Source: an optimization exercise on an open RTL-to-GDS flow (aim: small area and a short achievable clock period). Production flows keep margins and buffers that such runs may drop. RTL that was checked went through simulation tests only; none was proved equivalent to the original. Function not checked in run 5: the RTL went through the layout flow alone. Power and IR drop assume default switching activity.

**design/flow/config.mk**
```make
export PLATFORM = sky130hd
export DESIGN_NAME = AXI4StreamMaster
export DESIGN_NICKNAME = AXI4StreamMaster
export VERILOG_FILES = /design/flow/design.v
export SDC_FILE = /design/flow/constraint.sdc
export NUM_CORES = 4
export LEC_CHECK = 0
export CAP_MARGIN = 20
export CORE_MARGIN = 2
export CORE_UTILIZATION = 40
export SETUP_SLACK_MARGIN = 2.55
export SLEW_MARGIN = 20
```
**design/flow/constraint.sdc**
```tcl
create_clock -name core_clock -period 4.5 [get_ports {clock}]
set_input_delay 0.9000 -clock core_clock [delete_from_list [all_inputs] [get_ports {clock}]]
set_output_delay 0.9000 -clock core_clock [all_outputs]
set_load 0.01 [all_outputs]
```
**design/flow/design.v**
```verilog
module AXI4StreamMaster (
    clock,
    resetn,
    TDATA, TLAST, TID, TDEST, TVALID, TREADY,
    S_AXI_AWADDR, S_AXI_AWPROT, S_AXI_AWVALID, S_AXI_AWREADY,
    S_AXI_WDATA, S_AXI_WSTRB, S_AXI_WVALID, S_AXI_WREADY,
    S_AXI_BRESP, S_AXI_BVALID, S_AXI_BREADY,
    S_AXI_ARADDR, S_AXI_ARPROT, S_AXI_ARVALID, S_AXI_ARREADY,
    S_AXI_RDATA, S_AXI_RRESP, S_AXI_RVALID, S_AXI_RREADY
);
input  logic [4:0]  S_AXI_AWADDR;
input  logic [2:0]  S_AXI_AWPROT;
input  logic        S_AXI_AWVALID;
output logic        S_AXI_AWREADY;
input  logic [31:0] S_AXI_WDATA;
input  logic [3:0]  S_AXI_WSTRB;
input  logic        S_AXI_WVALID;
output logic        S_AXI_WREADY;
output logic [1:0]  S_AXI_BRESP;
output logic        S_AXI_BVALID;
input  logic        S_AXI_BREADY;
input  logic [4:0]  S_AXI_ARADDR;
input  logic [2:0]  S_AXI_ARPROT;
input  logic        S_AXI_ARVALID;
output logic        S_AXI_ARREADY;
output logic [31:0] S_AXI_RDATA;
output logic [1:0]  S_AXI_RRESP;
output logic        S_AXI_RVALID;
input  logic        S_AXI_RREADY;
input  logic        clock;
input  logic        resetn;
output logic [31:0] TDATA;
output logic        TLAST;
output logic [1:0]  TID;
output logic [1:0]  TDEST;
output logic        TVALID;
input  logic        TREADY;
logic [31:0] reg_control;
logic [31:0] reg_num_bytes;
logic [1:0]  dest_lo;
logic [31:2] dest_hi;
logic        ctrl_wr, dest_wr, nb_wr;
logic        wready;
logic        awready;    
logic        sel_ctrl, sel_nb, sel_dest;
logic        bvalid;
logic        rvalid;
logic        arready;    
logic [31:0] rdata;
logic        start;
logic        busy;
logic        busy_next;
logic [31:0] cnt;
wire aw_hs = S_AXI_AWVALID & ~wready;
wire wready_next = wready ? ~S_AXI_WVALID : S_AXI_AWVALID;
wire rvalid_next = rvalid ? ~S_AXI_RREADY : S_AXI_ARVALID;
wire w_hs  = S_AXI_WVALID & wready;
wire we_ctrl = w_hs & sel_ctrl;
wire we_nb   = w_hs & sel_nb;
wire we_dest = w_hs & sel_dest;
assign S_AXI_AWREADY = awready;
assign S_AXI_WREADY  = wready;
assign S_AXI_BVALID  = bvalid;
assign S_AXI_BRESP   = 2'b00;
assign S_AXI_ARREADY = arready;
assign S_AXI_RVALID  = rvalid;
assign S_AXI_RDATA   = rdata;
assign S_AXI_RRESP   = 2'b00;
always_ff @(posedge clock) begin
    if (!resetn) begin
        wready <= 1'b0;
        awready <= 1'b1;
        arready <= 1'b1;
        bvalid <= 1'b0;
        rvalid <= 1'b0;
        start  <= 1'b0;
        busy   <= 1'b0;
        ctrl_wr <= 1'b0;
        dest_wr <= 1'b0;
        nb_wr   <= 1'b0;
        dest_lo <= 2'b00;
    end else begin
        wready <= wready_next;
        awready <= ~wready_next;
        bvalid <= w_hs | (bvalid & ~S_AXI_BREADY);
        rvalid <= rvalid_next;
        arready <= ~rvalid_next;
        start  <= we_ctrl & S_AXI_WDATA[0];
        busy   <= busy_next;
        if (we_ctrl) ctrl_wr <= 1'b1;
        if (we_dest) dest_wr <= 1'b1;
        if (we_nb)   nb_wr <= 1'b1;
        if (we_dest) dest_lo <= S_AXI_WDATA[1:0];
    end
end
always_ff @(posedge clock) begin
    if (aw_hs) begin
        sel_ctrl <= (S_AXI_AWADDR == 5'h00);
        sel_nb   <= (S_AXI_AWADDR == 5'h10);
        sel_dest <= (S_AXI_AWADDR == 5'h14);
    end
    if (we_ctrl) reg_control <= S_AXI_WDATA;
    if (we_nb)   reg_num_bytes <= S_AXI_WDATA;
    if (we_dest) dest_hi <= S_AXI_WDATA[31:2];
end
wire ar_ctrl = (S_AXI_ARADDR == 5'h00) & ctrl_wr;
wire ar_stat = (S_AXI_ARADDR == 5'h04);
wire ar_nb   = (S_AXI_ARADDR == 5'h10) & nb_wr;
wire ar_dest = (S_AXI_ARADDR == 5'h14) & dest_wr;
wire [31:0] rd_val = ({32{ar_ctrl}} & reg_control)
                   | ({32{ar_nb}}   & reg_num_bytes)
                   | ({32{ar_dest}} & {dest_hi, dest_lo})
                   | {31'b0, ar_stat & busy};
always_ff @(posedge clock) begin
    if (!rvalid) rdata <= rd_val;
end
wire inc = busy & TREADY;
wire [31:0] cnt_p1 = cnt + 32'd1;
always_ff @(posedge clock) begin
    if (start)    cnt <= '0;
    else if (inc) cnt <= cnt_p1;
end
function automatic logic hi_ok(input logic [31:0] a, input logic [31:0] b, input int lo, input int hi);
    hi_ok = 1'b1;
    for (int i = lo; i <= hi; i++)
        hi_ok = hi_ok & ((a[i] ^ b[i]) == (a[i-1] & ~b[i-1]));
endfunction
function automatic logic lo_ok(input logic [31:0] a, input logic [31:0] b, input logic two);
    lo_ok = two ? ((a[0] == b[0]) & (a[1] != b[1]))
                : ((a[0] != b[0]) & ((a[1] ^ b[1]) == (a[0] & ~b[0])));
endfunction
wire [31:0] Kq = {2'b00, reg_num_bytes[31:2]};
wire [31:0] Kw = {2'b00, S_AXI_WDATA[31:2]};
wire k_is_1 = (Kq == 32'd1);
wire ones_hi = &cnt[31:2];
wire m_reg = start ? (nb_wr & k_is_1)
           : nb_wr ? (hi_ok(cnt, Kq, 2, 31) & lo_ok(cnt, Kq, inc))
           : (ones_hi & cnt[1] & (cnt[0] ^ inc));
logic tlast_a, tlast_b;
assign busy_next = start | (busy & ~(TLAST & TREADY));
always_ff @(posedge clock) begin
    tlast_a <= ~we_nb | hi_ok(cnt, Kw, 17, 31);
    tlast_b <= busy_next & (we_nb ? (hi_ok(cnt, Kw, 2, 16) & lo_ok(cnt, Kw, inc)) : m_reg);
end
assign TVALID = busy;
assign TDATA  = cnt;
assign TLAST  = tlast_a & tlast_b;
assign TDEST  = dest_lo;
assign TID    = 2'b00;
endmodule
```
**design/flow/flow/run.sh**
```bash
#!/bin/bash
# Standard synthesis, then the standard layout with plain buf_1 port buffers
# and the clock tree options below.
set -euo pipefail
bash standard.sh synth > synth.log 2>&1
bash standard.sh "BUFFER_PORTS_ARGS=-buffer_cell sky130_fd_sc_hd__buf_1" "CTS_ARGS=-sink_clustering_enable -repair_clock_nets -dont_use_dummy_load -buf_list sky130_fd_sc_hd__clkbuf_8 -root_buf sky130_fd_sc_hd__clkbuf_16" finish > layout.log 2>&1
```
**design/flow/standard.sh**
```bash
#!/bin/bash
# synth_recipe.tcl (not shown) runs the flow's synth.tcl, then flattens the netlist and writes it again
# the make line also repeats each setting of config.mk as NAME=value (left out here)
make -C /OpenROAD-flow-scripts/flow DESIGN_CONFIG=/design/flow/config.mk WORK_HOME=/design/flow/orfs CLKGATE_MAP_FILE= SYNTH_SCRIPT=/design/flow/synth_recipe.tcl "${@:-finish}"
```
==> results of run 1 <==
[stage by stage]
stage	instances	total power, uW	hold slack, ns	setup slack (ns)	utilization [%]
2_1_floorplan	667	1968	0.4332	2.503	-
3_3_place_gp	1040	2049	0.4450	1.809	45.12
3_5_place_dp	1040	2053	0.4542	1.786	45.12
4_1_cts	1059	2893	0.4757	2.540	46.91
5_1_grt	1074	2974	0.4997	2.446	47.99
6_report	1074	2862	0.4755	2.518	47.99
[registers in the layout, indices dropped and copies added, names as in the netlist, 2 cells and up]
signal         cells
cnt               32
rdata             32
reg_control       32
reg_num_bytes     32
dest_hi           30
dest_lo            2
[kinds of logic after synthesis]
kind of cell	Yosys count
buf+inv	128
flops	175
fa+ha+maj	62
simple gates	147
mux	3
xor+xnor	84
other cells	1
compound gates	62
[worst paths after layout]
kind	startpoint	end	slack (ns)	depth (start not counted)
worst max-delay path	reg_num_bytes[2]	tlast_b	2.52	7
worst max register to register	reg_num_bytes[2]	tlast_b	2.52	7
worst min-delay path	dest_wr	dest_wr	0.48	1
worst min register to register	dest_wr	dest_wr	0.48	1
[cells in the final DEF, fill, tap and decap left out, drive strengths merged, types with 23 or more instances in the layout]
cell type and instances:
nor4 23, edfxtp 129, buf 140, nor2 33
xnor2 51, a222oi 31, xor2 33, inv 102
ha 62, dfxtp 46
[layer usage]
metal  global-route usage [%]  vias to the layer above  part of all wire, %
met5                        0                        -                    0
met4                    4.904                        0                  1.2
met1                    27.26                     2679                   49
li1                         -                     2645                    -
met3                    3.580                       16                  4.9
met2                    27.77                      138                   45
[repair_timing]
item | 4_1_cts | 5_1_grt
endpoints found under the setup margin | 98 | 94
gates resized for setup | 53 | 27
gates cloned | 1 | 0
setup buffers | 1 | 15
pin swaps | 5 | 8
hold buffers | 0 | 0
[final cells by class]
cell class | count | area [um^2] | area share [%]
repair buffers | 144 | 674.4 | 6.945
flip-flops and latches | 175 | 4853 | 49.98
clock buffers | 17 | 245.2 | 2.525
well taps | 270 | 337.8 | 3.479
repair inverters | 1 | 7.507 | 0.07731
multi-input cells | 364 | 3194 | 32.90
inverters | 103 | 397.9 | 4.097
[report_power, final]
| group | internal (uW) | total, uW | switching, uW |
|---|---|---|---|
| Clock | 358 | 840 | 482 |
| Combinational | 83.8 | 210 | 126 |
| Sequential | 1780 | 1810 | 35.8 |
| Total | 2220 | 2860 | 644 |
[critical path, cell delays in order, from the launching register on]
cell	delay, ns
edfxtp_1	0.44
inv_1	0.07
ha_1	0.20
a211oi_1	0.25
nand4_1	0.14
a2111oi_1	0.39
nand4_1	0.17
a211oi_2	0.25
==> results.txt, run 1 <==
Adder-Cell Fraction of Synth Area 9.390%; io pins 139; ratio of cells with drive above 1 in the final layout 16.92%; slew margin rel. 65.42%; DP HPWL 13750 um; vias in the first global route 5345; total CTS buffers 17; register area share after synthesis 58.03%; synth top area cells edfxtp_1 (47%), dfxtp_1 (11%), ha_1 (9.4%); Post-synth EDFFs 129; GPL Wtd Cong 0.8729; worst vdd rail ir drop 0.0001913 V; core area 20230 um^2; Pleak 0.003968 uW; largest net degree at the start of global routing 38; worst path arrival time 2.28 ns; clk slew on worst S/H paths 0.09 ns; Synth top area share 46.89%; Yosys reg bits 175; Final Max Tran Viols 0; CTS tree built; Req. time, crit path 4.80 ns; crit path capture type flip-flop; Clock H-tree levels 4; drt initial violations 446; Yosys top cell by area edfxtp_1; Root Buffer clkbuf_16; Remaining DRCs 0; Syn Inst Count 662; crit path launch type flip-flop; Worst-Skew Late Latency 0.38 ns; mux cell area share after synthesis 0.3786%; Chip Height 147.7 um; DRT Pass-1 Iters 5; DR WL/cell 18.15 um; port bufs 122; first-pass GRT wire length 30450 um; Synth-to-Final Area Change 17.54%; GRT overflow 0; Finished Cell Area 9711 um^2; Avg Cell Area, Syn 12.48 um^2; routed vias/inst 5.101; initial core utilization 40.83%; Setup CP Type reg -> reg; Max Cap Violations 0; Detail Route Antenna Nets 0; Diodes inserted 0; crit share post-route 44.05%; final hold vios 0; largest family of logic cells by synthesized area simple AND/OR/NAND/NOR gates; status no timing/DRC/antenna violations; antenna violations before repair 0; async set or reset register ratio after synthesis 0%; Max Clock Skew 0.02398 ns; Power per Cell Area 294.8 nW/um^2; synth cell count leaders edfxtp_1 (129), inv_1 (103), ha_1 (62), xnor2_1 (51), dfxtp_1 (46); xor/xnor cell area share of the yosys netlist 8.905%; nets@finish 928; Vias 5478; worst slew pin tran 0.5188 ns; Mapped Area 8262 um^2; Final Setup Violations 0; RSZ-0062 raised after global routing true; setup TNS 0 ns; row cnt 52; Tmin final 1.982 ns; fmax 504.5 MHz; prevailing post-synth register cell edfxtp_1; Synth Area in Compound Gates 6.103%; CP max FO 3; clock buffer depth 2; Die X-Extent 147.7 um; post-synthesis simple-gate area fraction 10.90%; Synth warnings 1; most frequent cell after synthesis edfxtp_1; fillers 1862; Synth cell types 48; Die ar. 21820 um^2; CTS sink count 175; placed cell area 9130 um^2; HP Class reg -> reg; overall routed net length 19490 um; Total Routing Usage GR 18.42%
==> run 2: changes to the inputs <==
--- a/design/flow/config.mk
+++ b/design/flow/config.mk
@@ -9,4 +9,4 @@
 export CORE_MARGIN = 2
 export CORE_UTILIZATION = 40
-export SETUP_SLACK_MARGIN = 2.55
+export SETUP_SLACK_MARGIN = 2.45
 export SLEW_MARGIN = 20
==> run 2 against run 1 <==
Die area unchanged. Register-to-register slack worse by 0.02 ns. First-iteration DRC count up 1.6%. Flip-flop and latch count unchanged. Combinational power down 5%. Global-route usage down 0.059 points. Still clean.
==> results.txt, run 2 <==
Detail Route Antenna Nets 0 (unchanged); core area 20230 um^2 (unchanged); slew margin rel. 40.26% (was 65.42%); Power per Cell Area 303.0 nW/um^2 (was 294.8 nW/um^2); Synth top area share 46.89% (unchanged); first-pass GRT wire length 30500 um (was 30450 um); RSZ-0062 raised after global routing true (unchanged); Vias 5448 (was 5478); CTS tree built (unchanged); Final Max Tran Viols 0 (unchanged); DRT Pass-1 Iters 6 (was 5); worst slew pin tran 0.8961 ns (was 0.5188 ns); Yosys reg bits 175 (unchanged); routed vias/inst 5.140 (was 5.101); clk slew on worst S/H paths 0.08 ns (was 0.09 ns); async set or reset register ratio after synthesis 0% (unchanged); Max Clock Skew 0.02576 ns (was 0.02398 ns); overall routed net length 19210 um (was 19490 um); DP HPWL 13850 um (was 13750 um); Post-synth EDFFs 129 (unchanged); vias in the first global route 5417 (was 5345); Die ar. 21820 um^2 (unchanged); final hold vios 0 (unchanged); Req. time, crit path 4.79 ns (was 4.80 ns); GRT overflow 0 (unchanged); prevailing post-synth register cell edfxtp_1 (unchanged); setup TNS 0 ns (unchanged); Final WS setup 2.464 ns (was 2.518 ns); placed cell area 9002 um^2 (was 9130 um^2); Synth-to-Final Area Change 13.22% (was 17.54%); row cnt 52 (unchanged); nets@finish 914 (was 928); fmax 491.3 MHz (was 504.5 MHz); initial core utilization 40.83% (unchanged); GPL Wtd Cong 0.8630 (was 0.8729); Diodes inserted 0 (unchanged); FF+latch area 4818 um^2 (was 4853 um^2); grt met3 use 4.012% (was 3.580%); Avg Cell Area, Syn 12.48 um^2 (unchanged); Remaining DRCs 0 (unchanged); Hold WS 0.4685 ns (was 0.4755 ns); Worst Reg-to-Reg Cells 6 (was 7); worst vdd rail ir drop 0.0001807 V (was 0.0001913 V); register area share after synthesis 58.03% (unchanged); io pins 139 (unchanged); most frequent cells in the layout edfxtp_1 (129), buf_1 (112), inv_1 (102), ha_1 (62), xnor2_1 (51) (was edfxtp_1 (129), buf_1 (108), inv_1 (94), ha_1 (53), xnor2_1 (51)); area of the multi-input gates 3014 um^2 (was 3194 um^2); Setup CP Type in -> reg (was reg -> reg); most frequent cell after synthesis edfxtp_1 (unchanged); Yosys top cell by area edfxtp_1 (unchanged); Top Usage Layer GRT met2 (unchanged); Die X-Extent 147.7 um (unchanged); Worst-Skew Late Latency 0.38 ns (about the same); Final Setup Violations 0 (unchanged); status no timing/DRC/antenna violations (unchanged); Syn Inst Count 662 (unchanged); ratio of cells with drive above 1 in the final layout 10.00% (was 16.92%); crit path capture type flip-flop (unchanged); most common cell after layout, fill and taps aside edfxtp_1 (unchanged); Tmin final 2.036 ns (was 1.982 ns); Synth cell types 48 (unchanged); clock buffer depth 2 (unchanged); crit path launch type input pin (was flip-flop); GR Layer Usage met1 26.63% (was 27.26%); largest net degree at the start of global routing 38 (unchanged); worst path arrival time 2.33 ns (was 2.28 ns); Finished Cell Area 9354 um^2 (was 9711 um^2); Max Cap Violations 0 (unchanged); HP Class reg -> reg (unchanged); Mapped Area 8262 um^2 (unchanged); Chip Height 147.7 um (unchanged); depth of the worst hold-timing path 1 (unchanged); GRT met2 Usage 28.07% (was 27.77%); Synth warnings 1 (unchanged); DR WL/cell 18.12 um (was 18.15 um); Hold Buf Count CTS 0 (unchanged); crit share post-route 45.24% (was 44.05%); synth top area cells edfxtp_1 (47%), dfxtp_1 (11%), ha_1 (9.4%) (unchanged); port bufs 122 (unchanged); Root Buffer clkbuf_16 (unchanged); Pleak 0.003858 uW (was 0.003968 uW); Clock H-tree levels 4 (unchanged); synth cell count leaders edfxtp_1 (129), inv_1 (103), ha_1 (62), xnor2_1 (51), dfxtp_1 (46) (unchanged); total CTS buffers 17 (unchanged); fillers 1909 (was 1862); CTS sink count 175 (unchanged); CP max FO 4 (was 3); Total Routing Usage GR 18.36% (was 18.42%); pre-CTS setup slack 1.784 ns (was 1.786 ns); drt initial violations 453 (was 446); antenna violations before repair 0 (unchanged)
==> run 2: cell counts after synthesis <==
Identical to the previous run, type by type.
==> run 2: cell type report <==
| class | instances | share of cell area (%) |
|---|---|---|
| clock buffer | 17 | 2.622 |
| timing repair buffer | 130 | 5.778 |
| inverter | 103 | 4.173 |
| multi-input combinational | 364 | 32.22 |
| timing repair inverter | 1 | 0.08026 |
| tap | 270 | 3.612 |
| sequential | 175 | 51.51 |
==> run 2: logic make-up (layout without fill, tap and decap cells) <==
kind of cell    count (synthesis)  after routing  share of synthesized area, %
flops                         175            175                         58.03
simple gates                  147            147                         10.90
buf+inv                       128            251                         6.240
xor+xnor                       84             84                         8.905
fa+ha+maj                      62             62                         9.390
compound gates                 62             62                         6.103
mux                             3              3                        0.3786
other cells                     1              6                       0.04539
==> run 2: power breakdown <==
part | leakage [uW] | total (uW) | switching (uW) | internal (uW)
clock | 0.000127 | 822 | 464 | 358
combinational | 0.00211 | 199 | 122 | 77.3
sequential | 0.00162 | 1810 | 34.0 | 1780
==> run 2: timing repair <==
action,CTS,global route
cloned,1,0
resized for setup,14,28
setup endpoints to repair,50,48
pin swaps,2,6
buffers inserted,0,2
==> run 2: worst paths after layout <==
| path | start | end | slack [ns] |
|---|---|---|---|
| max reg2reg | cnt[15] | tlast_b | 2.50 |
| min reg2reg | dest_wr | dest_wr | 0.47 |
| max | S_AXI_WDATA[8] | tlast_b | 2.46 |
| min | dest_wr | dest_wr | 0.47 |
==> run 2: worst max-delay path, stage by stage <==
cell and delay [ns]:
clkbuf_2 0.12, inv_1 0.05, ha_1 0.30, xnor2_1 0.14, nor4_1 0.32, and3_1 0.22
a21oi_1 0.09, a211oi_2 0.18
==> run 2: stage by stage <==
step	instances	util [%]	power (uW)
after floorplan	667	-	1961
after global placement	1040	44.49	2039
after detailed placement	1040	44.49	2045
after CTS	1058	45.91	2867
after global routing	1060	46.23	2950
final	1060	46.23	2834
==> run 2: per-layer routing <==
| layer | wire [um] | vias up |
|---|---|---|
| li1 | - | 2615 |
| met1 | 9206 | 2652 |
| met4 | 210 | 0 |
| met3 | 1124 | 13 |
| met5 | 0 | - |
| met2 | 8666 | 168 |
==> run 3: changes to the inputs <==
--- a/design/flow/config.mk
+++ b/design/flow/config.mk
@@ -9,4 +9,4 @@
 export CORE_MARGIN = 2
 export CORE_UTILIZATION = 40
-export SETUP_SLACK_MARGIN = 2.45
+export SETUP_SLACK_MARGIN = 2.5
 export SLEW_MARGIN = 20
==> run 3 against run 2 <==
Clock-buffer cell count unchanged. Routed wire length down 0.25%. Critical endpoint is now TLAST. Non-clock buffer count down 2. Die area is the same. Setup slack better by 0.089 ns. Combinational power increased by 4%. Maximum frequency rose by 4.6%. Synthesized cell count unchanged. Highest routed layer unchanged.
==> results.txt, run 3 <==
port bufs 122 (unchanged); Yosys reg bits 175 (unchanged); initial core utilization 40.83% (unchanged); nets@finish 912 (was 914); Diodes inserted 0 (unchanged); Power per Cell Area 300.6 nW/um^2 (was 303.0 nW/um^2); final hold vios 0 (unchanged); Final Setup Violations 0 (unchanged); Synth-to-Final Area Change 14.75% (was 13.22%); Remaining DRCs 0 (unchanged); Worst-Skew Late Latency 0.37 ns (was 0.38 ns); largest net degree at the start of global routing 38 (unchanged); RSZ-0062 raised after global routing true (unchanged); Flop pwr share 63.7% (was 64.0%); Comb power frac 7.2% (was 7.0%); worst path arrival time 1.05 ns (was 2.33 ns); hold wc startpoint dest_wr (unchanged); share of total power in the clock network 29.1% (was 29.0%); setup TNS 0 ns (unchanged); most common cell after layout, fill and taps aside edfxtp_1 (unchanged); most frequent cell after synthesis edfxtp_1 (unchanged); crit share post-route 43.26% (was 45.24%); HP Class reg -> reg (unchanged); drt initial violations 466 (was 453); DP HPWL 13740 um (was 13850 um); row cnt 52 (unchanged); Max Clock Skew 0.02514 ns (was 0.02576 ns); sw power 631.7 uW (was 619.9 uW); overall routed net length 19160 um (was 19210 um); async set or reset register ratio after synthesis 0% (unchanged); Synth cell types 48 (unchanged); Total Routing Usage GR 18.32% (was 18.36%); Detail Route Antenna Nets 0 (unchanged); Vias 5403 (was 5448); DR WL/cell 18.11 um (was 18.12 um); CP peak stage delay 0.31 ns (was 0.32 ns); core area 20230 um^2 (unchanged); Setup crit end TLAST (was tlast_b); clk slew on worst S/H paths 0.09 ns (was 0.08 ns); most frequent cells in the layout edfxtp_1 (129), buf_1 (115), inv_1 (94), ha_1 (55), xnor2_1 (51) (was edfxtp_1 (129), buf_1 (112), inv_1 (102), ha_1 (62), xnor2_1 (51)); Pleak 0.003843 uW (was 0.003858 uW); CTS sink count 175 (unchanged); CP max FO 2 (was 4); antenna violations before repair 0 (unchanged); Reg2Reg Launch Point reg_num_bytes[3] (was cnt[15]); first-pass GRT wire length 30310 um (was 30500 um); routed vias/inst 5.107 (was 5.140); Syn Inst Count 662 (unchanged); Clock H-tree levels 4 (unchanged); synth top area cells edfxtp_1 (47%), dfxtp_1 (11%), ha_1 (9.4%) (unchanged); crit path capture type output port (was flip-flop); Mapped Area 8262 um^2 (unchanged); Layout Cells excl Fill 1058 (was 1060); Final Max Tran Viols 0 (unchanged); internal power 2218 uW (was 2214 uW); Req. time, crit path 3.60 ns (was 4.79 ns); fillers 1875 (was 1909); DRT Pass-1 Iters 8 (was 6); ratio of cells with drive above 1 in the final layout 13.32% (was 10.00%); Die X-Extent 147.7 um (unchanged); synth cell count leaders edfxtp_1 (129), inv_1 (103), ha_1 (62), xnor2_1 (51), dfxtp_1 (46) (unchanged); Max Cap Violations 0 (unchanged); Synth top area share 46.89% (unchanged); Chip Height 147.7 um (unchanged); Post-synth EDFFs 129 (unchanged); slew margin rel. 40.79% (was 40.26%); GRT overflow 0 (unchanged); fmax 513.7 MHz (was 491.3 MHz); Tmin final 1.947 ns (was 2.036 ns); crit path cell chain and2_1 -> buf_1 (was clkbuf_2 -> inv_1 -> ha_1 -> xnor2_1 -> nor4_1 -> and3_1 -> a21oi_1 -> a211oi_2); Setup CP Type reg -> out (was in -> reg); CP startpoint tlast_a (was S_AXI_WDATA[8]); register area share after synthesis 58.03% (unchanged); Root Buffer clkbuf_16 (unchanged); Die ar. 21820 um^2 (unchanged); Worst Reg-to-Reg Cells 7 (was 6); status no timing/DRC/antenna violations (unchanged); total CTS buffers 17 (unchanged); Synth warnings 1 (unchanged); worst vdd rail ir drop 0.0002046 V (was 0.0001807 V); Placed Cells incl. Taps 1040 (unchanged); crit path launch type flip-flop (was input pin); Yosys top cell by area edfxtp_1 (unchanged); GPL Wtd Cong 0.8582 (was 0.8630); clock buffer depth 2 (unchanged); Hold WS 0.4673 ns (was 0.4685 ns); Sw Ratio 22.17% (was 21.87%); io pins 139 (unchanged); R2R Path End tlast_b (unchanged); CTS tree built (unchanged); R2R setup slack 2.56 ns (was 2.50 ns); slowest cell on the critical path dfxtp_1 (was nor4_1); worst slew pin tran 0.8881 ns (was 0.8961 ns); Avg Cell Area, Syn 12.48 um^2 (unchanged); prevailing post-synth register cell edfxtp_1 (unchanged); vias in the first global route 5281 (was 5417)
==> run 3: final cells by class <==
type                            count  area [um^2]  share of cell area (%)
Sequential cell                   175         4832                   50.97
Multi-Input combinational cell    364         3147                   33.19
Timing Repair Buffer              128        515.5                   5.438
Inverter                          103        395.4                   4.171
Tap cell                          270        337.8                   3.563
Clock buffer                       17        245.2                   2.587
Timing Repair inverter              1        7.507                 0.07919
==> run 3: power groups by stage <==
stage	clock (uW)	sequential [uW]	combinational [uW]
3_3_place_gp	0	1850	199
4_1_cts	870	1810	206
5_1_grt	922	1820	233
2_1_floorplan	0	1860	112
3_5_place_dp	0	1850	203
6_report	829	1810	206
==> run 3: repair_timing <==
action,4_1_cts,5_1_grt
setup buffers,0,0
cloned,1,0
setup endpoints to repair,69,33
pin swaps,4,0
hold buffers,0,0
resized for setup,33,18
==> run 3: cell families after synthesis <==
group           share of synthesized area [%]
flops                                   58.03
xor+xnor                                8.905
other cells                           0.04539
simple gates                            10.90
compound gates                          6.103
fa+ha+maj                               9.390
buf+inv                                 6.240
mux                                    0.3786
==> run 3: worst min path at each step <==
| stage | to | slack [ns] | depth (start not counted) |
|---|---|---|---|
| final | dest_wr | 0.47 | 1 |
| after detailed placement | dest_wr | 0.45 | 1 |
| after CTS | dest_wr | 0.47 | 1 |
| after global routing | dest_wr | 0.50 | 1 |
| after global placement | dest_wr | 0.44 | 1 |
| after floorplan | dest_wr | 0.43 | 1 |
==> run 3: routing by layer <==
layer / global-route usage [%] / vias up / routed length (um)
met2: 27.67 / 166 / 8625
met3: 3.580 / 8 / 1134
li1: - / 2617 / -
met4: 4.904 / 0 / 168
met1: 27.04 / 2612 / 9231
met5: 0 / - / 0
==> run 3: critical path: cells and delay by family (launching register included) <==
| kind | cells | cell delay (ns) |
|---|---|---|
| flops | 1 | 0.31 |
| simple gates | 1 | 0.19 |
| buf+inv | 1 | 0.18 |
==> run 3: metrics by stage <==
step	setup WS, ns	cell area [um^2]	utilization [%]	total power, uW
floorplan	2.501	8434	-	1968
global placement	1.791	9115	45.05	2048
detailed placement	1.786	9115	45.05	2053
CTS	2.498	9424	46.57	2890
global route	2.454	9480	46.85	2974
finish	2.553	9480	46.85	2849
==> run 4: changes to the inputs <==
--- a/design/flow/config.mk
+++ b/design/flow/config.mk
@@ -8,5 +8,5 @@
 export CAP_MARGIN = 20
 export CORE_MARGIN = 2
-export CORE_UTILIZATION = 40
+export CORE_UTILIZATION = 47
 export SETUP_SLACK_MARGIN = 2.5
 export SLEW_MARGIN = 20
==> run 4 against run 3 <==
Still clean on timing, DRC and antenna. Clock power about the same. Maximum frequency is 0.39% lower. Non-clock buffer count up 4. Combinational power grew 2%. Clock-buffer cell count stayed put. Via count increased by 2.8%. Synthesized cell count unchanged. Register-to-register slack better by 0.03 ns. Largest cell class unchanged. Largest power group unchanged.
==> results.txt, run 4 <==
status no timing/DRC/antenna violations (unchanged); Vias 5552 (was 5403); CP max FO 4 (was 2); grt met3 use 5.148% (was 3.580%); largest net degree at the start of global routing 38 (unchanged); synth cell count leaders edfxtp_1 (129), inv_1 (103), ha_1 (62), xnor2_1 (51), dfxtp_1 (46) (unchanged); most common cell after layout, fill and taps aside edfxtp_1 (unchanged); Power per Cell Area 299.8 nW/um^2 (was 300.6 nW/um^2); DR WL/cell 19.24 um (was 18.11 um); io pins 139 (unchanged); Placed Cells incl. Taps 995 (was 1040); register area share after synthesis 58.03% (unchanged); HP Class reg -> reg (unchanged); Final WS setup 2.546 ns (was 2.553 ns); Synth top area share 46.89% (unchanged); Yosys top cell by area edfxtp_1 (unchanged); Hold WS 0.4656 ns (was 0.4673 ns); Synth warnings 1 (unchanged); clock buffer depth 2 (unchanged); ratio of cells with drive above 1 in the final layout 15.66% (was 13.32%); DRT Pass-1 Iters 9 (was 8); GRT overflow 0 (unchanged); crit path capture type flip-flop (was output port); overall routed net length 19570 um (was 19160 um); routed vias/inst 5.459 (was 5.107); Max Cap Violations 0 (unchanged); synth top area cells edfxtp_1 (47%), dfxtp_1 (11%), ha_1 (9.4%) (unchanged); drt initial violations 439 (was 466); Synth-to-Final Area Change 15.08% (was 14.75%); prevailing post-synth register cell edfxtp_1 (unchanged); total CTS buffers 17 (unchanged); Final Setup Violations 0 (unchanged); Pleak 0.003887 uW (was 0.003843 uW); first-pass GRT wire length 29760 um (was 30310 um); core area 17240 um^2 (was 20230 um^2); async set or reset register ratio after synthesis 0% (unchanged); most frequent cells in the layout edfxtp_1 (129), buf_1 (107), inv_1 (94), ha_1 (54), xnor2_1 (51) (was edfxtp_1 (129), buf_1 (115), inv_1 (94), ha_1 (55), xnor2_1 (51)); Root Buffer clkbuf_16 (unchanged); Top Usage Layer GRT met2 (unchanged); Avg Cell Area, Syn 12.48 um^2 (unchanged); worst slew pin tran 0.9311 ns (was 0.8881 ns); Mapped Area 8262 um^2 (unchanged); GR Layer Usage met1 31.21% (was 27.04%); crit path launch type input pin (was flip-flop); pre-CTS setup slack 1.756 ns (was 1.786 ns); RSZ-0062 raised after global routing true (unchanged); Clock H-tree levels 4 (unchanged); Setup CP Type in -> reg (was reg -> out); Die X-Extent 136.6 um (was 147.7 um); row cnt 48 (was 52); GRT met2 Usage 32.50% (was 27.67%); CTS sink count 175 (unchanged); Synth cell types 48 (unchanged); nets@finish 916 (was 912); Max Clock Skew 0.02757 ns (was 0.02514 ns); CTS tree built (unchanged); worst path arrival time 2.26 ns (was 1.05 ns); Yosys reg bits 175 (unchanged); Post-synth EDFFs 129 (unchanged); antenna violations before repair 0 (unchanged); Layout Cells excl Fill 1017 (was 1058); most frequent cell after synthesis edfxtp_1 (unchanged); vias in the first global route 5460 (was 5281); Remaining DRCs 0 (unchanged); overall power 2851 uW (was 2849 uW); Hold Buf Count CTS 0 (unchanged); setup TNS 0 ns (unchanged); Chip Height 136.6 um (was 147.7 um); clk slew on worst S/H paths 0.08 ns (was 0.09 ns); Tmin final 1.954 ns (was 1.947 ns); Syn Inst Count 662 (unchanged); Total Routing Usage GR 21.43% (was 18.32%); Detail Route Antenna Nets 0 (unchanged); final hold vios 0 (unchanged); fillers 1508 (was 1875); crit share post-route 43.43% (was 43.26%); Diodes inserted 0 (unchanged); GPL Wtd Cong 0.8961 (was 0.8582); Final Max Tran Viols 0 (unchanged); Req. time, crit path 4.80 ns (was 3.60 ns); initial core utilization 47.93% (was 40.83%); DP HPWL 13860 um (was 13740 um); Die ar. 18650 um^2 (was 21820 um^2); worst vdd rail ir drop 0.0001841 V (was 0.0002046 V); Worst-Skew Late Latency 0.38 ns (was 0.37 ns); fmax 511.7 MHz (was 513.7 MHz); slew margin rel. 37.93% (was 40.79%); port bufs 122 (unchanged)
[run 4: cell types whose count changed in the layout (fill, tap and decap cells not counted), sizes merged]
cell    before  now
buf        126  122
clkbuf      19   27
[run 4: cell type report]
type,instances,area [um^2],share of cell area [%]
well taps,225,281.5,2.961
clock buffers,17,245.2,2.579
multi-input cells,364,3177,33.41
inverters,103,395.4,4.158
flip-flops and latches,175,4836,50.86
repair inverters,1,7.507,0.07896
repair buffers,132,565.5,5.948
[run 4: cell families (layout without fill, tap and decap cells)]
logic type	count (synthesis)	count (layout)	synth area share, %
XOR/XNOR	84	84	8.905
multiplexers	3	3	0.3786
buffers and inverters	128	253	6.240
flip-flops	175	175	58.03
AND/OR/NAND/NOR	147	147	10.90
adder cells (fa/ha/maj)	62	62	9.390
other	1	6	0.04539
AO/OA/AOI/OAI	62	62	6.103
[run 4: worst max-delay path: stages]
cell	delay (ns)
buf_4	0.11
inv_1	0.05
ha_1	0.32
xnor2_1	0.15
nor4_2	0.27
and3_1	0.23
a21oi_2	0.08
a211oi_2	0.15
[run 4: path summary, 6_finish.rpt]
kind | startpoint | end | slack [ns] | cells after the start
max | S_AXI_WDATA[16] | tlast_b | 2.55 | 8
min | dest_wr | dest_wr | 0.47 | 1
max reg2reg | reg_num_bytes[14] | tlast_b | 2.59 | 6
min reg2reg | dest_wr | dest_wr | 0.47 | 1
[run 4: where the power goes]
group,internal (uW),switching [uW]
clock network,357,468
registers,1780,34.3
logic,83.3,128
[run 4: repair_timing]
| action | in CTS | in global routing |
|---|---|---|
| pin swaps | 4 | 12 |
| gates cloned | 1 | 0 |
| setup buffers | 1 | 3 |
| setup endpoints to repair | 65 | 48 |
| hold endpoints to repair | 0 | 0 |
| resized for setup | 28 | 43 |
[run 4: layer usage]
| metal | part of all wire [%] | vias to the layer above | routed length, um |
|---|---|---|---|
| li1 | - | 2619 | - |
| met2 | 45 | 187 | 8884 |
| met5 | 0 | - | 0 |
| met3 | 6.4 | 12 | 1250 |
| met1 | 47 | 2734 | 9284 |
| met4 | 0.76 | 0 | 148 |
[run 4: metrics by stage]
step / cell area [um^2] / utilization [%]
CTS: 9361 / 54.31
finish: 9508 / 55.16
detailed placement: 9059 / 52.56
global placement: 9059 / 52.56
global route: 9508 / 55.16
floorplan: 8434 / -
==> run 5: changes to the inputs <==
--- a/design/flow/design.v
+++ b/design/flow/design.v
@@ -42,9 +42,7 @@
 logic        ctrl_wr, dest_wr, nb_wr;
 logic        wready;
-logic        awready;    
 logic        sel_ctrl, sel_nb, sel_dest;
 logic        bvalid;
 logic        rvalid;
-logic        arready;    
 logic [31:0] rdata;
 logic        start;
@@ -53,15 +51,13 @@
 logic [31:0] cnt;
 wire aw_hs = S_AXI_AWVALID & ~wready;
-wire wready_next = wready ? ~S_AXI_WVALID : S_AXI_AWVALID;
-wire rvalid_next = rvalid ? ~S_AXI_RREADY : S_AXI_ARVALID;
 wire w_hs  = S_AXI_WVALID & wready;
 wire we_ctrl = w_hs & sel_ctrl;
 wire we_nb   = w_hs & sel_nb;
 wire we_dest = w_hs & sel_dest;
-assign S_AXI_AWREADY = awready;
+assign S_AXI_AWREADY = ~wready;
 assign S_AXI_WREADY  = wready;
 assign S_AXI_BVALID  = bvalid;
 assign S_AXI_BRESP   = 2'b00;
-assign S_AXI_ARREADY = arready;
+assign S_AXI_ARREADY = ~rvalid;
 assign S_AXI_RVALID  = rvalid;
 assign S_AXI_RDATA   = rdata;
@@ -70,6 +66,4 @@
     if (!resetn) begin
         wready <= 1'b0;
-        awready <= 1'b1;
-        arready <= 1'b1;
         bvalid <= 1'b0;
         rvalid <= 1'b0;
@@ -81,9 +75,7 @@
         dest_lo <= 2'b00;
     end else begin
-        wready <= wready_next;
-        awready <= ~wready_next;
+        wready <= wready ? ~S_AXI_WVALID : S_AXI_AWVALID;
         bvalid <= w_hs | (bvalid & ~S_AXI_BREADY);
-        rvalid <= rvalid_next;
-        arready <= ~rvalid_next;
+        rvalid <= rvalid ? ~S_AXI_RREADY : S_AXI_ARVALID;
         start  <= we_ctrl & S_AXI_WDATA[0];
         busy   <= busy_next;
@@ -116,8 +108,11 @@
 end
 wire inc = busy & TREADY;
-wire [31:0] cnt_p1 = cnt + 32'd1;
+wire [31:1] q1 = cnt[31:1] + 31'd1;
 always_ff @(posedge clock) begin
-    if (start)    cnt <= '0;
-    else if (inc) cnt <= cnt_p1;
+    if (start) cnt <= '0;
+    else if (inc) begin
+        cnt[0] <= ~cnt[0];
+        if (cnt[0]) cnt[31:1] <= q1;
+    end
 end
 function automatic logic hi_ok(input logic [31:0] a, input logic [31:0] b, input int lo, input int hi);
@@ -133,8 +128,8 @@
 wire [31:0] Kw = {2'b00, S_AXI_WDATA[31:2]};
 wire k_is_1 = (Kq == 32'd1);
-wire ones_hi = &cnt[31:2];
+wire n_reg = nb_wr ? ((q1 == Kq[31:1]) & (cnt[0] == Kq[0]))
+                   : ((&cnt[31:1]) & ~cnt[0]);
 wire m_reg = start ? (nb_wr & k_is_1)
-           : nb_wr ? (hi_ok(cnt, Kq, 2, 31) & lo_ok(cnt, Kq, inc))
-           : (ones_hi & cnt[1] & (cnt[0] ^ inc));
+           : inc ? n_reg : TLAST;
 logic tlast_a, tlast_b;
 assign busy_next = start | (busy & ~(TLAST & TREADY));
==> design/flow/flow/run.sh (replaced) <==
#!/bin/bash
# Standard synthesis, then the standard layout with plain buf_1 port buffers
# and the clock tree options below.
set -euo pipefail
bash standard.sh synth > synth.log 2>&1
bash standard.sh "BUFFER_PORTS_ARGS=-buffer_cell sky130_fd_sc_hd__buf_1" "CTS_ARGS=-sink_clustering_enable -repair_clock_nets -dont_use_dummy_load" finish > layout.log 2>&1
--- a/design/flow/config.mk
+++ b/design/flow/config.mk
@@ -8,5 +8,5 @@
 export CAP_MARGIN = 20
 export CORE_MARGIN = 2
-export CORE_UTILIZATION = 47
+export CORE_UTILIZATION = 40
 export SETUP_SLACK_MARGIN = 2.5
 export SLEW_MARGIN = 20
==> run 5 against run 4 <==
Still clean on timing, DRC and antenna. Via count up 7.5%. Utilization shrank 5.0 points. Clock power rose by 43%. Maximum frequency is 18% lower. Register-to-register slack got worse by 0.46 ns. Routed wire length grew 9.9%. Largest power group unchanged.
==> results.txt, run 5 <==
Root Buffer clkbuf_16 (unchanged); Post-synth EDFFs 129 (unchanged); Synth top area share 47.45% (was 46.89%); drt initial violations 644 (was 439); fillers 1791 (was 1508); most frequent cells in the layout edfxtp_1 (129), buf_1 (104), inv_1 (70), xor2_1 (52), xnor2_1 (42) (was edfxtp_1 (129), buf_1 (107), inv_1 (94), ha_1 (54), xnor2_1 (51)); Worst Reg-to-Reg Cells 7 (was 6); GRT overflow 0 (unchanged); Flop pwr share 56.3% (was 63.6%); crit path launch type flip-flop (was input pin); Yosys top cell by area edfxtp_1 (unchanged); Synth cell types 55 (was 48); CP peak stage delay 0.63 ns (was 0.32 ns); Setup CP Type reg -> reg (was in -> reg); nets@finish 939 (was 916); Sw Ratio 21.97% (was 22.13%); overall power 3194 uW (was 2851 uW); worst vdd rail ir drop 0.0002064 V (was 0.0001841 V); CP startpoint cnt[4] (was S_AXI_WDATA[16]); io pins 139 (unchanged); Req. time, crit path 4.83 ns (was 4.80 ns); Syn Inst Count 690 (was 662); Synth-to-Final Area Change 23.63% (was 15.08%); Remaining DRCs 0 (unchanged); final core area utilization 50.21% (was 55.16%); Synth warnings 1 (unchanged); Detail Route Antenna Nets 0 (unchanged); Mapped Area 8164 um^2 (was 8262 um^2); port bufs 122 (unchanged); slowest cell on the critical path or4_4 (was ha_1); Chip Height 146.9 um (was 136.6 um); R2R Path End tlast_b (unchanged); first-pass GRT wire length 33040 um (was 29760 um); Reg2Reg Launch Point cnt[4] (was reg_num_bytes[14]); Crit path max-delay family simple AND/OR/NAND/NOR gates (unchanged); worst slew pin tran 0.8517 ns (was 0.9311 ns); RSZ-0062 raised after global routing true (unchanged); clk slew on worst S/H paths 0.06 ns (was 0.08 ns); DRT Pass-1 Iters 6 (was 9); CTS sink count 173 (was 175); worst path arrival time 2.70 ns (was 2.26 ns); ratio of cells with drive above 1 in the final layout 18.79% (was 15.66%); Total Routing Usage GR 20.11% (was 21.43%); antenna violations before repair 0 (unchanged); crit path capture type flip-flop (unchanged); sw power 701.8 uW (was 630.8 uW); Final WS setup 2.127 ns (was 2.546 ns); routed vias/inst 5.347 (was 5.459); synth top area cells edfxtp_1 (47%), dfxtp_1 (11%), xor2_1 (5.7%) (was edfxtp_1 (47%), dfxtp_1 (11%), ha_1 (9.4%)); initial core utilization 40.61% (was 47.93%); total CTS buffers 17 (unchanged); crit share post-route 52.73% (was 43.43%); DR WL/cell 19.27 um (was 19.24 um); async set or reset register ratio after synthesis 0% (unchanged); setup TNS 0 ns (unchanged); pre-CTS setup slack 1.477 ns (was 1.756 ns); clock buffer depth 2 (unchanged); Final Max Tran Viols 0 (unchanged); depth of the worst hold-timing path 1 (unchanged); CP bufs+invs 0 (was 2); share of total power in the clock network 36.9% (was 29.0%); Power per Cell Area 316.4 nW/um^2 (was 299.8 nW/um^2); Die ar. 21570 um^2 (was 18650 um^2); fmax 421.4 MHz (was 511.7 MHz); Final Setup Violations 0 (unchanged); Setup crit end tlast_b (unchanged); vias in the first global route 5681 (was 5460); Diodes inserted 0 (unchanged); Avg Cell Area, Syn 11.83 um^2 (was 12.48 um^2); Pleak 0.004046 uW (was 0.003887 uW); crit path cell chain nand4_4 -> or4_4 -> or3_1 -> a32o_1 -> nor4_2 -> nand4_1 -> o31ai_2 (was buf_4 -> inv_1 -> ha_1 -> xnor2_1 -> nor4_2 -> and3_1 -> a21oi_2 -> a211oi_2); overall routed net length 21500 um (was 19570 um); slew margin rel. 43.22% (was 37.93%); Finished Cell Area 10090 um^2 (was 9508 um^2); Max Clock Skew 0.02003 ns (was 0.02757 ns); Vias 5967 (was 5552); core area 20100 um^2 (was 17240 um^2); Die X-Extent 146.9 um (was 136.6 um); internal power 2492 uW (was 2220 uW); HP Class reg -> reg (unchanged); R2R setup slack 2.13 ns (was 2.59 ns); Clock H-tree levels 4 (unchanged); Worst-Skew Late Latency 0.43 ns (was 0.38 ns); placed cell area 8997 um^2 (was 9059 um^2); CP max FO 5 (was 4); synth cell count leaders edfxtp_1 (129), inv_1 (71), xor2_1 (53), dfxtp_1 (44), xnor2_1 (44) (was edfxtp_1 (129), inv_1 (103), ha_1 (62), xnor2_1 (51), dfxtp_1 (46)); status no timing/DRC/antenna violations (unchanged); most frequent cell after synthesis edfxtp_1 (unchanged); Comb power frac 6.8% (was 7.4%); Tmin final 2.373 ns (was 1.954 ns); critical path depth 7 (was 8); register area share after synthesis 58.24% (was 58.03%); Max Cap Violations 0 (unchanged); final hold vios 0 (unchanged); most common cell after layout, fill and taps aside edfxtp_1 (unchanged); CTS tree built (unchanged); largest net degree at the start of global routing 37 (was 38); Yosys reg bits 173 (was 175); prevailing post-synth register cell edfxtp_1 (unchanged); row cnt 52 (was 48); DP HPWL 14660 um (was 13860 um); GPL Wtd Cong 0.8696 (was 0.8961)
==> run 5: area by class of cell <==
class	count	area (um^2)	area share, %
Tap cell	270	337.8	3.347
Clock buffer	17	425.4	4.215
Sequential cell	173	4832	47.87
Timing Repair Buffer	165	890.9	8.826
Multi-Input combinational cell	420	3337	33.06
Inverter	71	270.3	2.678
==> run 5: how the worst min path moves through the flow <==
stage | end | slack (ns) | start
5_1_grt | dest_wr | 0.50 | dest_wr
2_1_floorplan | dest_wr | 0.44 | dest_wr
3_3_place_gp | dest_wr | 0.45 | dest_wr
3_5_place_dp | dest_wr | 0.46 | dest_wr
6_report | dest_wr | 0.47 | dest_wr
4_1_cts | dest_wr | 0.48 | dest_wr
==> run 5: what timing repair did <==
| item | in CTS | in global routing |
|---|---|---|
| endpoints found under the setup margin | 77 | 48 |
| setup buffers | 24 | 12 |
| gates cloned | 1 | 0 |
| gates resized for setup | 53 | 63 |
| hold buffers | 0 | 0 |
| pin swaps | 10 | 21 |
==> run 5: metal layers <==
| layer | wire length [um] | vias up | share of wire, % | GRT usage [%] |
|---|---|---|---|---|
| li1 | - | 2829 | - | - |
| met3 | 1241 | 29 | 5.8 | 4.193 |
| met1 | 9729 | 2910 | 45 | 28.08 |
| met5 | 0 | - | 0 | 0 |
| met4 | 377 | 0 | 1.8 | 5.534 |
| met2 | 10150 | 199 | 47 | 32.02 |
==> run 5: kinds of logic after synthesis <==
logic type | count (synthesis) | synth area share, %
mux | 3 | 0.3678
buf+inv | 103 | 5.073
compound gates | 91 | 8.705
xor+xnor | 97 | 10.41
other cells | 1 | 0.04593
simple gates | 191 | 12.41
flops | 173 | 58.24
fa+ha+maj | 31 | 4.751
==> run 5: stage by stage <==
step | hold WS (ns) | cells
after CTS | 0.4769 | 1104
final | 0.4718 | 1116
after global placement | 0.4460 | 1062
after detailed placement | 0.4623 | 1062
after global routing | 0.4969 | 1116
after floorplan | 0.4403 | 695
==> run 5: power by group through the flow <==
| stage | Combinational (uW) | Clock (uW) | Sequential [uW] |
|---|---|---|---|
| finish | 217 | 1180 | 1800 |
| global placement | 198 | 0 | 1830 |
| global route | 241 | 1260 | 1800 |
| detailed placement | 200 | 0 | 1830 |
| CTS | 207 | 1210 | 1800 |
| floorplan | 109 | 0 | 1840 |

## separate check: timing with driven ports
Ports are ideal in the flow. The routed layouts listed here were re-timed in OpenROAD. Step 1: set_driving_cell puts a clkbuf_16 on clock and a buf_2 on each other input, an assumption about the parent block. Step 2 moves the port delays by t, midway between the first and last clock arrival at a register: inputs arrive t later, outputs are due t later. That takes back most of the time a late clock gives input paths. Three values: no drivers, after step 1, after step 2; two values: the first two.
run | t (ns) | setup slack, ns | clock arrival spread, ns
run 1 | 0.413 | 2.518 / 2.518 / 2.120 | 0.025 / 0.025
run 2 | 0.409 | 2.464 / 2.462 / 2.065 | 0.026 / 0.026
run 3 | 0.407 | 2.553 / 2.510 / 2.148 | 0.031 / 0.030
run 4 | 0.414 | 2.546 / 2.517 / 2.155 | 0.036 / 0.036
run 5 | 0.460 | 2.127 / 2.127 / 1.737 | 0.020 / 0.020
After both steps every run listed still meets setup and hold. For run 3, which loses most, drivers alone change the setup slack by -0.043 ns; drivers and shift together by -0.405 ns.
